This is an optimization exercise on Yosys and OpenROAD, whose aim is small area, a short achievable clock period and few clock cycles per item, not a production implementation. RTL that was checked went through simulation tests only; none was proved equivalent to the original.

// expression_solver
module expression_solver
(
    input clk,
    input rst,
    input start,
    input [7:0] X,
    input [15:0] A,
    input [15:0] B,
    input [15:0] C,
    output [15:0] result,
    output zero,
    output overflow,
    output completed
);
clock: 11.0 ns
lec_check: 0
cap_margin: 20
core_margin: 2
core_utilization: 60
setup_slack_margin: 5
slew_margin: 20
synth_hierarchical: 1
synth_minimum_keep_size: 0
standard.sh (not shown) runs the stock make flow with config.mk's settings and CLKGATE_MAP_FILE= SYNTH_SCRIPT=/design/flow/synth_recipe.tcl, a recipe that flattens the netlist after the stock synthesis.
==> flow/flow/run.sh <==
#!/bin/bash
# The standard layout, with the port buffers made from the smallest buffer
# (buf_1) instead of the delay buffer buffer_ports picks by default; the
# resizer still upsizes them where timing, slew or load ask for it.
set -euo pipefail
export BUFFER_PORTS_ARGS="-buffer_cell sky130_fd_sc_hd__buf_1"
bash standard.sh > standard_finish.log 2>&1
Change:
--- a/flow/design.v
+++ b/flow/design.v
@@ -1,10 +1,14 @@
 module fa (input a, input b, input c, output s, output co);
     assign s = a ^ b ^ c;
     assign co = (a & b) | (a & c) | (b & c);
 endmodule
+module ha (input a, input b, output s, output c);
+    assign s = a ^ b;
+    assign c = a & b;
+endmodule
 module expression_solver
 (
     input clk,
     input rst,
     input start,
     input [7:0] X,
@@ -292,14 +296,40 @@
     fa fa_s157 (s98, c127, s128, s157, c158);
     wire s159, c160;
     fa fa_s159 (s102, c129, s130, s159, c160);
     wire s161 = s105 ^ c131 ^ s132;
     wire [15:0] n0 = {c160, c158, c156, c154, c152, c150, c148, c146, c144, c142, c140, c138, c136, c134, s133, pp_0_0};
     wire [15:0] n1 = {s161, s159, s157, s155, s153, s151, s149, s147, s145, s143, s141, h139, h137, h135, 1'b1, kn[0]};
-    wire [15:0] yn = n0 + n1 + 16'd1;
-    wire [15:0] y = ~yn;
+    wire [15:0] p, g;
+    ha ha_0 (n0[0], n1[0], p[0], g[0]);
+    ha ha_1 (n0[1], n1[1], p[1], g[1]);
+    ha ha_2 (n0[2], n1[2], p[2], g[2]);
+    ha ha_3 (n0[3], n1[3], p[3], g[3]);
+    ha ha_4 (n0[4], n1[4], p[4], g[4]);
+    ha ha_5 (n0[5], n1[5], p[5], g[5]);
+    ha ha_6 (n0[6], n1[6], p[6], g[6]);
+    ha ha_7 (n0[7], n1[7], p[7], g[7]);
+    ha ha_8 (n0[8], n1[8], p[8], g[8]);
+    ha ha_9 (n0[9], n1[9], p[9], g[9]);
+    ha ha_10 (n0[10], n1[10], p[10], g[10]);
+    ha ha_11 (n0[11], n1[11], p[11], g[11]);
+    ha ha_12 (n0[12], n1[12], p[12], g[12]);
+    ha ha_13 (n0[13], n1[13], p[13], g[13]);
+    ha ha_14 (n0[14], n1[14], p[14], g[14]);
+    ha ha_15 (n0[15], n1[15], p[15], g[15]);
+    wire [15:0] G0 = {g[15:1], g[0] | p[0]};
+    wire [15:0] P0 = {p[15:1], 1'b0};
+    wire [15:0] G1 = {G0[15:1] | (P0[15:1] & G0[14:0]), G0[0:0]};
+    wire [15:0] P1 = {P0[15:1] & P0[14:0], P0[0:0]};
+    wire [15:0] G2 = {G1[15:2] | (P1[15:2] & G1[13:0]), G1[1:0]};
+    wire [15:0] P2 = {P1[15:2] & P1[13:0], P1[1:0]};
+    wire [15:0] G3 = {G2[15:4] | (P2[15:4] & G2[11:0]), G2[3:0]};
+    wire [15:0] P3 = {P2[15:4] & P2[11:0], P2[3:0]};
+    wire [15:0] G4 = {G3[15:8] | (P3[15:8] & G3[7:0]), G3[7:0]};
+    wire [15:0] P4 = {P3[15:8] & P3[7:0], P3[7:0]};
+    wire [15:0] y = p ^ ~{G4[14:0], 1'b1};
     always @(posedge clk)
     begin
         if (!done) T <= y;
     end
     assign result = T;
     assign zero = ~|T;
Utilization fell by 3.9 points.
Wire length rose by a few percent.
Area after synthesis rose by a few percent.
Worst setup slack gets better by 0.069 ns.
Design area goes down slightly.
Die area is higher by a few percent.
Clock skew is about the same.
Final cell count goes up by a few percent.
Worst hold slack gets better by 0.039 ns.
Global-route usage went down by 0.50 points.
Clock-buffer cell count is unchanged.
Testbench counts after the change, summed over its fixed seeds: cycles 3,600, items 1,200.
Function not checked in the first run of this note: the RTL went through the layout flow alone.

Setup of rev 12:
expression_solver, a different RTL version from the one above (not shown whole).
For scale: about 460 cells after synthesis, ~19 flip-flops, about 0.0042 mm2 of cells after synthesis.
## expression_solver
module expression_solver
(
    input clk,
    input rst,
    input start,
    input [7:0] X,
    input [15:0] A,
    input [15:0] B,
    input [15:0] C,
    output [15:0] result,
    output zero,
    output overflow,
    output completed
);
    reg busy;        
    reg done;        
    reg [15:0] T;
    reg Z;           
    always @(posedge clk or posedge rst)
    begin
        if (rst) begin
            busy <= 1'b0;
            done <= 1'b0;
        end else begin
            if (start) busy <= 1'b1;
            done <= busy;
        end
    end
    wire [15:0] m = busy ? T : A;
    wire [15:0] kn = ~(busy ? C : B);
    wire pp_0_0 = ~(X[0] & m[0]);
    wire pp_0_1 = ~(X[0] & m[1]);
    wire pp_0_2 = ~(X[0] & m[2]);
    wire pp_0_3 = ~(X[0] & m[3]);
    wire pp_0_4 = ~(X[0] & m[4]);
    wire pp_0_5 = ~(X[0] & m[5]);
    wire pp_0_6 = ~(X[0] & m[6]);
    wire pp_0_7 = ~(X[0] & m[7]);
    wire pp_0_8 = ~(X[0] & m[8]);
    wire pp_0_9 = ~(X[0] & m[9]);
    wire pp_0_10 = ~(X[0] & m[10]);
    wire pp_0_11 = ~(X[0] & m[11]);
    wire pp_0_12 = ~(X[0] & m[12]);
    wire pp_0_13 = ~(X[0] & m[13]);
    wire pp_0_14 = ~(X[0] & m[14]);
    wire pp_0_15 = ~(X[0] & m[15]);
    wire pp_1_0 = ~(X[1] & m[0]);
    wire pp_1_1 = ~(X[1] & m[1]);
    wire pp_1_2 = ~(X[1] & m[2]);
    wire pp_1_3 = ~(X[1] & m[3]);
    wire pp_1_4 = ~(X[1] & m[4]);
    wire pp_1_5 = ~(X[1] & m[5]);
    wire pp_1_6 = ~(X[1] & m[6]);
    wire pp_1_7 = ~(X[1] & m[7]);
    wire pp_1_8 = ~(X[1] & m[8]);
    wire pp_1_9 = ~(X[1] & m[9]);
    wire pp_1_10 = ~(X[1] & m[10]);
    wire pp_1_11 = ~(X[1] & m[11]);
    wire pp_1_12 = ~(X[1] & m[12]);
    wire pp_1_13 = ~(X[1] & m[13]);
    wire pp_1_14 = ~(X[1] & m[14]);
    wire pp_2_0 = ~(X[2] & m[0]);
    wire pp_2_1 = ~(X[2] & m[1]);
    wire pp_2_2 = ~(X[2] & m[2]);
    wire pp_2_3 = ~(X[2] & m[3]);
    wire pp_2_4 = ~(X[2] & m[4]);
    wire pp_2_5 = ~(X[2] & m[5]);
    wire pp_2_6 = ~(X[2] & m[6]);
    wire pp_2_7 = ~(X[2] & m[7]);
  ...
==> flow/config.mk <==
export PLATFORM = sky130hd
export DESIGN_NAME = expression_solver
export DESIGN_NICKNAME = expression_solver
export VERILOG_FILES = /design/flow/design.v
export SDC_FILE = /design/flow/constraint.sdc
export NUM_CORES = 4
export LEC_CHECK = 0
export CAP_MARGIN = 20
export CORE_MARGIN = 2
export CORE_UTILIZATION = 40
export SLEW_MARGIN = 20
export SYNTH_HIERARCHICAL = 1
export SYNTH_MINIMUM_KEEP_SIZE = 0
==> flow/constraint.sdc <==
create_clock -name core_clock -period 11.0 [get_ports {clk}]
set_input_delay 2.2000 -clock core_clock [delete_from_list [all_inputs] [get_ports {clk}]]
set_output_delay 2.2000 -clock core_clock [all_outputs]
set_load 0.01 [all_outputs]
Scripts as last shown in full above: flow/flow/run.sh
Setup changes, rev 12 to rev 13
--- a/flow/design.v
+++ b/flow/design.v
@@ -16,13 +16,12 @@
     output overflow,
     output completed
 );
     reg busy;        
     reg done;        
     reg [15:0] T;
-    reg Z;           
     always @(posedge clk or posedge rst)
     begin
         if (rst) begin
             busy <= 1'b0;
             done <= 1'b0;
         end else begin
@@ -300,19 +299,15 @@
     wire s165, c166;
     fa fa_s165 (c102, s135, c134, s165, c166);
     wire s167 = c106 ^ s137 ^ c136;
     wire [15:0] r0 = {~s167, ~s165, ~s163, ~s161, ~s159, ~s157, ~s155, ~s153, ~s151, ~s149, ~s147, ~s145, ~s143, ~s141, ~kn[1], ~pp_0_0};
     wire [15:0] r1 = {~c166, ~c164, ~c162, ~c160, ~c158, ~c156, ~c154, ~c152, ~c150, ~c148, ~c146, ~c144, ~c142, ~c140, ~s139, ~kn[0]};
     wire [15:0] y = r0 + r1;
-    wire [15:0] p = r0 ^ r1;
-    wire [15:0] o = r0 | r1;
-    wire yz = ~|(p ^ {o[14:0], 1'b0});
     assign result = done ? T : y;
-    assign zero = done ? Z : yz;
+    assign zero = ~|result;
     always @(posedge clk)
     begin
         T <= result;
-        Z <= zero;
     end
     assign completed = busy;
     assign overflow = 1'b0;
 endmodule
Findings:
- Rev 13 vs rev 12: worst setup slack before clock tree synthesis down
- Wire length on rev 13 is down relative to rev 12.
- Re worst hold slack: rev 13 is 0.0047 ns up on rev 12.
- Core util | rev 13 vs rev 12 | rev 13 lower
- Compared with rev 12, in rev 13 via count lower.
- From rev 12 to rev 13 the numbers moved as follows: count of plain and timing-repair buffers has decreased.
Testbench counts of rev 13, summed over its fixed seeds: cycles 2,400, items 1,200.
For rev 12, only the layout was checked, not whether the RTL still works.

[re-timing with driven ports]
No port has a modelled driver above. Below, the same layouts with a new extraction and two added sets of constraints.
Step 1 sets driving cells, clkbuf_16 on the clock port and buf_2 on the other inputs (assumed; they add their load-dependent delay and slew).
Step 2 also shifts input and output timing later by t, the mid clock arrival at the registers, as if the neighbouring blocks saw the same clock.
Slacks: no drivers / after step 1 / after step 2; pairs: no drivers / after step 1.
| run | t (ns) | setup slack, ns | worst hold slack (ns) | clock arrival spread, ns | worst register clock-pin slew, ns |
|---|---|---|---|---|---|
| the first run of note 1 | 0.269 | 5.099 / 5.098 / 4.829 | 0.858 / 0.858 / 0.858 | 0.004 / 0.004 | 0.07 / 0.07 |
| the second run of note 1 | 0.279 | 5.168 / 5.166 / 4.886 | 0.897 / 0.897 / 0.897 | 0.005 / 0.005 | 0.07 / 0.07 |
| rev 12 | 0.280 | 1.499 / 1.473 / 1.473 | 0.501 / 0.501 / 0.501 | 0.014 / 0.014 | 0.09 / 0.09 |
| rev 13 | 0.268 | 1.278 / 1.250 / 1.250 | 0.506 / 0.506 / 0.506 | 0.009 / 0.008 | 0.07 / 0.07 |
After both steps setup and hold are still met in every run listed. For the second run of note 1, which loses most, drivers alone change the setup slack by -0.002 ns; drivers and shift together by -0.282 ns.
